What follows belongs to an exercise in optimizing a design on an open flow for small area; a production flow would make more cautious choices. Where RTL was checked, it was by simulation tests only, not by an equivalence proof against the original. No activity file was given, so power comes from the tool's default toggle rates.

==> flow/design.v <==
`timescale 1ns / 1ps
module top(
    input clk_100MHz,
    input rst,
    input reset_button,
    input saveH_button,
    input saveL_button,
    input [7:0] sensors_input,
    input [7:0] setup_input,
    output reg [7:0] cathodes,  
    output reg [7:0] anodes,  
    output reg [2:0] LED1,  
    output reg [2:0] LED2  
    );
    function [3:0] level;
        input [7:0] c;
        level = {c[7], c[3] & ~c[7], (c[1] & ~c[3]) | (c[5] & ~c[7]),
                 (c[0] & ~c[1]) | (c[2] & ~c[3]) | (c[4] & ~c[5]) | (c[6] & ~c[7])};
    endfunction
    function valid;
        input [7:0] c;
        valid = ~|(c[7:1] & ~c[6:0]);
    endfunction
    reg rb_out, sh_out, sl_out;
    reg prev_sh, prev_sl;
    wire reset = rst | rb_out;
    reg [9:0] scan;
    wire tick = (scan == 10'd690);
    always @(posedge clk_100MHz)
        if (reset | tick) scan <= 10'd0;
        else scan <= {scan[8:0], ~(scan[9] ^ scan[6])};
    reg [9:0] tcnt;
    wire tcnt_last = (&tcnt[9:5]) & (&tcnt[2:0]);
    always @(posedge clk_100MHz)
        if (reset) tcnt <= 10'd0;
        else if (tick) tcnt <= tcnt_last ? 10'd0 : tcnt + 10'd1;
    wire blink = (tcnt < 10'd499) | ((tcnt == 10'd499) & ~tick);
    wire [1:0] digit = tcnt[1:0];
    always @(posedge clk_100MHz)
        if (reset) begin
            rb_out <= 1'b0; sh_out <= 1'b0; sl_out <= 1'b0;
            prev_sh <= 1'b0; prev_sl <= 1'b0;
        end else if (tick) begin
            rb_out <= reset_button;
            sh_out <= saveH_button & ~prev_sh;
            sl_out <= saveL_button & ~prev_sl;
            prev_sh <= saveH_button;
            prev_sl <= saveL_button;
        end
    reg [3:0] k1, k2;
    reg G, L;
    reg [2:0] h3, lo;
    wire h8 = ~|h3;
    wire [3:0] sl = level(setup_input);
    wire sv = valid(setup_input);
    wire err = ~valid(sensors_input);
    wire sl_gt_lo = sl[3] | (sl[2:0] > lo);
    wire sl_lt_hi = ~sl[3] & (h8 | (sl[2:0] < h3));
    always @(posedge clk_100MHz)
        if (reset) begin
            k1 <= 4'd0; k2 <= 4'd0; G <= 1'b0; L <= 1'b0;
            h3 <= 3'd0; lo <= 3'd0;
        end else begin
            k1 <= err ? 4'd0 : level(sensors_input);
            k2 <= k1;
            G <= k1[3] | (~h8 & (k1[2:0] >= h3));
            L <= ~k1[3] & (k1[2:0] <= lo);
            if (sh_out & sv & sl_gt_lo) h3 <= sl[2:0];
            else if (sl_out & sv & sl_lt_hi) lo <= sl[2:0];
        end
    reg [7:0] tens_pat, units_pat;
    always @(*)
        if (k2[3]) begin
            tens_pat = 8'h03;
            units_pat = 8'h03;
        end else begin
            tens_pat = (k2[2:0] == 3'd0) ? 8'hFF : (k2[2:0] == 3'd1) ? 8'h9F :
                       (k2[2:0] == 3'd2) ? 8'h25 : (k2[2:0] == 3'd3) ? 8'h0D :
                       (k2[2:0] == 3'd4) ? 8'h49 : (k2[2:0] == 3'd5) ? 8'h41 :
                       (k2[2:0] == 3'd6) ? 8'h1F : 8'h01;
            units_pat = (k2[2:0] == 3'd1) ? 8'h25 : (k2[2:0] == 3'd2) ? 8'h49 :
                        (k2[2:0] == 3'd3) ? 8'h01 : (k2[2:0] == 3'd5) ? 8'h0D :
                        (k2[2:0] == 3'd6) ? 8'h49 : (k2[2:0] == 3'd7) ? 8'h01 : 8'h03;
        end
    wire [7:0] hund_pat = k2[3] ? 8'h9F : 8'hFF;
    wire [7:0] stat_pat = err ? 8'h61 : G ? 8'h91 : L ? 8'hE3 : 8'hC5;
    wire [7:0] digit_pat =
        (digit == 2'd0) ? hund_pat : (digit == 2'd1) ? tens_pat :
        (digit == 2'd2) ? units_pat : stat_pat;
    wire [2:0] led = err ? 3'b100 : G ? {blink, 2'b00} : L ? {blink, blink, 1'b0} : 3'b010;
    always @(*) begin
        anodes = reset ? 8'hFF : {~(4'b1000 >> digit), 4'hF};
        cathodes = reset ? 8'hFF : digit_pat;
        LED1 = reset ? 3'd0 : led;
        LED2 = LED1;
    end
endmodule
==> flow/config.mk <==
export PLATFORM = sky130hd
export DESIGN_NAME = top
export DESIGN_NICKNAME = top
export VERILOG_FILES = /design/flow/design.v
export SDC_FILE = /design/flow/constraint.sdc
export NUM_CORES = 4
export LEC_CHECK = 0
export CAP_MARGIN = 20
export CORE_MARGIN = 2
export CORE_UTILIZATION = 40
export SLEW_MARGIN = 20
==> flow/constraint.sdc <==
create_clock -name core_clock -period 10.0 [get_ports {clk_100MHz}]
set_input_delay 2.0000 -clock core_clock [delete_from_list [all_inputs] [get_ports {clk_100MHz}]]
set_output_delay 2.0000 -clock core_clock [all_outputs]
set_load 0.01 [all_outputs]
standard.sh (not shown) runs the stock make flow with config.mk's settings and CLKGATE_MAP_FILE= SYNTH_SCRIPT=/design/flow/synth_recipe.tcl, a recipe that flattens the netlist after the stock synthesis.
==> flow/flow/run.sh <==
#!/bin/bash
# The standard ORFS layout (standard.sh) with these changes:
#  - synthesis maps the logic with an area-oriented abc script (flow/abc_area.script)
#    in place of ORFS's speed script, and leaves adders to abc (no ADDER_MAP_FILE);
#    everything else in synthesis is the standard flow's own (synth_recipe.tcl);
#  - port buffers use the smallest buffer cell.
# Each tool's output is in orfs/logs/; make's output is in flow.log.
set -euo pipefail
HERE=$(pwd)
{
  echo 'proc abc {args} {'
  echo '  set i [lsearch -exact $args -script]'
  echo "  if {\$i >= 0} { set args [lreplace \$args \$i [expr {\$i + 1}] -script $HERE/flow/abc_area.script] }"
  echo '  yosys abc {*}$args'
  echo '}'
  cat synth_recipe.tcl
} > area_synth.tcl
sed -e "s#SYNTH_SCRIPT=[^ ]*#SYNTH_SCRIPT=$HERE/area_synth.tcl ADDER_MAP_FILE=#" standard.sh > area_standard.sh
grep -q "SYNTH_SCRIPT=$HERE/area_synth.tcl ADDER_MAP_FILE=" area_standard.sh
export BUFFER_PORTS_ARGS="-buffer_cell sky130_fd_sc_hd__buf_1"
export CTS_ARGS="-sink_clustering_enable -repair_clock_nets -dont_use_dummy_load -sink_clustering_size 10 -buf_list {sky130_fd_sc_hd__clkbuf_4}"
bash area_standard.sh > flow.log 2>&1
==> flow/flow/abc_area.script <==
strash
&get -n
&st
&deepsyn -T 30
&put
strash
dch -f
&get -n
&nf -R 1000
&put
topo
Edit:
--- a/flow/design.v
+++ b/flow/design.v
@@ -26,25 +26,26 @@
     wire reset = rst | rb_out;
     reg [9:0] scan;
     wire tick = (scan == 10'd690);
     always @(posedge clk_100MHz)
         if (reset | tick) scan <= 10'd0;
         else scan <= {scan[8:0], ~(scan[9] ^ scan[6])};
-    reg [9:0] tcnt;
-    wire tcnt_last = (&tcnt[9:5]) & (&tcnt[2:0]);
+    reg [9:0] u;
+    wire u_last = (&u[9:4]) & (&u[1:0]);
     always @(posedge clk_100MHz)
-        if (reset) tcnt <= 10'd0;
-        else if (tick) tcnt <= tcnt_last ? 10'd0 : tcnt + 10'd1;
-    wire blink = (tcnt < 10'd499) | ((tcnt == 10'd499) & ~tick);
-    wire [1:0] digit = tcnt[1:0];
+        if (reset) u <= 10'd12;
+        else if (tick) u <= u_last ? 10'd12 : u + 10'd1;
+    wire blink = ~u[9] & ~((&u[8:0]) & tick);
+    wire [1:0] digit = u[1:0];
+    always @(posedge clk_100MHz)
+        rb_out <= ~reset & tick & reset_button;
     always @(posedge clk_100MHz)
         if (reset) begin
-            rb_out <= 1'b0; sh_out <= 1'b0; sl_out <= 1'b0;
+            sh_out <= 1'b0; sl_out <= 1'b0;
             prev_sh <= 1'b0; prev_sl <= 1'b0;
         end else if (tick) begin
-            rb_out <= reset_button;
             sh_out <= saveH_button & ~prev_sh;
             sl_out <= saveL_button & ~prev_sl;
             prev_sh <= saveH_button;
             prev_sl <= saveL_button;
         end
     reg [3:0] k1, k2;
What happened: Core utilization increases by 0.20 points; register-to-register slack gains 0.02 ns; via count increases by 1.1%; setup slack loses 0.10 ns; sequential power barely changes; global-route usage barely changes; power increases by 0.40%; flip-flop and latch count stays the same; clock power decreases by about 0.6%; combinational power increases by about 7%; hold slack gains 0.014 ns.
Function not checked in the second run of this note: the RTL went through the layout flow alone.

== xenon ==
RTL: the design.v shown in full above, as it stands there.
==> flow/config.mk <==
export PLATFORM = sky130hd
export DESIGN_NAME = top
export DESIGN_NICKNAME = top
export VERILOG_FILES = /design/flow/design.v
export SDC_FILE = /design/flow/constraint.sdc
export NUM_CORES = 4
export LEC_CHECK = 0
export CAP_MARGIN = 20
export CORE_MARGIN = 2
export CORE_UTILIZATION = 40
export SLEW_MARGIN = 20
==> flow/constraint.sdc <==
create_clock -name core_clock -period 10.0 [get_ports {clk_100MHz}]
set_input_delay 2.0000 -clock core_clock [delete_from_list [all_inputs] [get_ports {clk_100MHz}]]
set_output_delay 2.0000 -clock core_clock [all_outputs]
set_load 0.01 [all_outputs]
==> flow/flow/run.sh <==
#!/bin/bash
# The standard ORFS layout (standard.sh) with these changes:
#  - synthesis maps the logic with an area-oriented abc script (flow/abc_area.script)
#    in place of ORFS's speed script, and leaves adders to abc (no ADDER_MAP_FILE);
#    everything else in synthesis is the standard flow's own (synth_recipe.tcl);
#  - port buffers use the smallest buffer cell.
# Each tool's output is in orfs/logs/; make's output is in flow.log.
set -euo pipefail
HERE=$(pwd)
{
  echo 'proc abc {args} {'
  echo '  set i [lsearch -exact $args -script]'
  echo "  if {\$i >= 0} { set args [lreplace \$args \$i [expr {\$i + 1}] -script $HERE/flow/abc_area.script] }"
  echo '  yosys abc {*}$args'
  echo '}'
  cat synth_recipe.tcl
} > area_synth.tcl
sed -e "s#SYNTH_SCRIPT=[^ ]*#SYNTH_SCRIPT=$HERE/area_synth.tcl ADDER_MAP_FILE=#" standard.sh > area_standard.sh
grep -q "SYNTH_SCRIPT=$HERE/area_synth.tcl ADDER_MAP_FILE=" area_standard.sh
export BUFFER_PORTS_ARGS="-buffer_cell sky130_fd_sc_hd__buf_1"
export CTS_ARGS="-sink_clustering_enable -repair_clock_nets -dont_use_dummy_load -sink_clustering_size 50 -sink_clustering_max_diameter 500 -buf_list {sky130_fd_sc_hd__clkbuf_8 sky130_fd_sc_hd__clkbuf_16}"
bash area_standard.sh > flow.log 2>&1
Scripts as last shown in full above: flow/flow/abc_area.script
Relative to xenon, the following input files were edited for raven:
--- a/flow/design.v
+++ b/flow/design.v
@@ -20,11 +20,11 @@
     function valid;
         input [7:0] c;
         valid = ~|(c[7:1] & ~c[6:0]);
     endfunction
     reg rb_out, sh_out, sl_out;
-    reg prev_sh, prev_sl;
+    reg prev_rb, prev_sh, prev_sl;
     wire reset = rst | rb_out;
     reg [9:0] scan;
     wire tick = (scan == 10'd690);
     always @(posedge clk_100MHz)
         if (reset | tick) scan <= 10'd0;
@@ -37,15 +37,16 @@
     wire blink = (tcnt < 10'd499) | ((tcnt == 10'd499) & ~tick);
     wire [1:0] digit = tcnt[1:0];
     always @(posedge clk_100MHz)
         if (reset) begin
             rb_out <= 1'b0; sh_out <= 1'b0; sl_out <= 1'b0;
-            prev_sh <= 1'b0; prev_sl <= 1'b0;
+            prev_rb <= 1'b0; prev_sh <= 1'b0; prev_sl <= 1'b0;
         end else if (tick) begin
-            rb_out <= reset_button;
+            rb_out <= reset_button & ~prev_rb;
             sh_out <= saveH_button & ~prev_sh;
             sl_out <= saveL_button & ~prev_sl;
+            prev_rb <= reset_button;
             prev_sh <= saveH_button;
             prev_sl <= saveL_button;
         end
     reg [3:0] k1, k2;
     reg G, L;
==> run summary <==
raven vs. xenon: peak per-stage delay on the critical path moved up, fmax moved down, non-clock buffer count level. Against xenon, raven comes in 2.4% higher on flip-flop and latch count after synthesis. For the minimum setup slack in the final design, raven came in 0.64 ns lower than xenon did. Relative to xenon, non-clock buffer contribution to total cell area has decreased by 0.21 points in raven. raven vs. xenon: utilization moved down, sequential cell area +2.4%, sequential share of layout area fell by 0.33 points, global-route usage shows a reduction of 0.61 points. Post-route minimum period (raven over xenon): increase, 0.64 ns. The final reports for raven and xenon show post-route worst hold slack lower in the former.
Only the layout flow was run in raven; the RTL was not checked for function there.

==> what the ideal ports hide <==
The results above use ideal ports. As a check the final layouts listed here were re-extracted and re-timed, cells and wires unchanged. Step 1 sets driving cells, clkbuf_16 on the clock port and buf_2 on the other inputs (assumed; they add their load-dependent delay and slew). Step 2 adds t to the input delays and takes it off the output delays; t is the mean of the earliest and latest rising clock arrival at the registers after step 1. Input paths then give back, and output paths get back, about the clock's delay inside the block. Three values: no drivers, after step 1, after step 2; two values: the first two.
run | t, ns | slack for setup (ns) | worst setup path at the end | worst slew at a driven data input, ns
the first run of note 1 | 0.349 | 4.458 / 4.429 / 4.429 | input to output | 0.03
the second run of note 1 | 0.353 | 4.356 / 4.333 / 4.333 | input to output | 0.03
xenon | 0.303 | 4.459 / 4.430 / 4.430 | input to output | 0.03
raven | 0.308 | 3.821 / 3.800 / 3.800 | input to output | 0.04
After both steps every run listed still meets setup and hold.
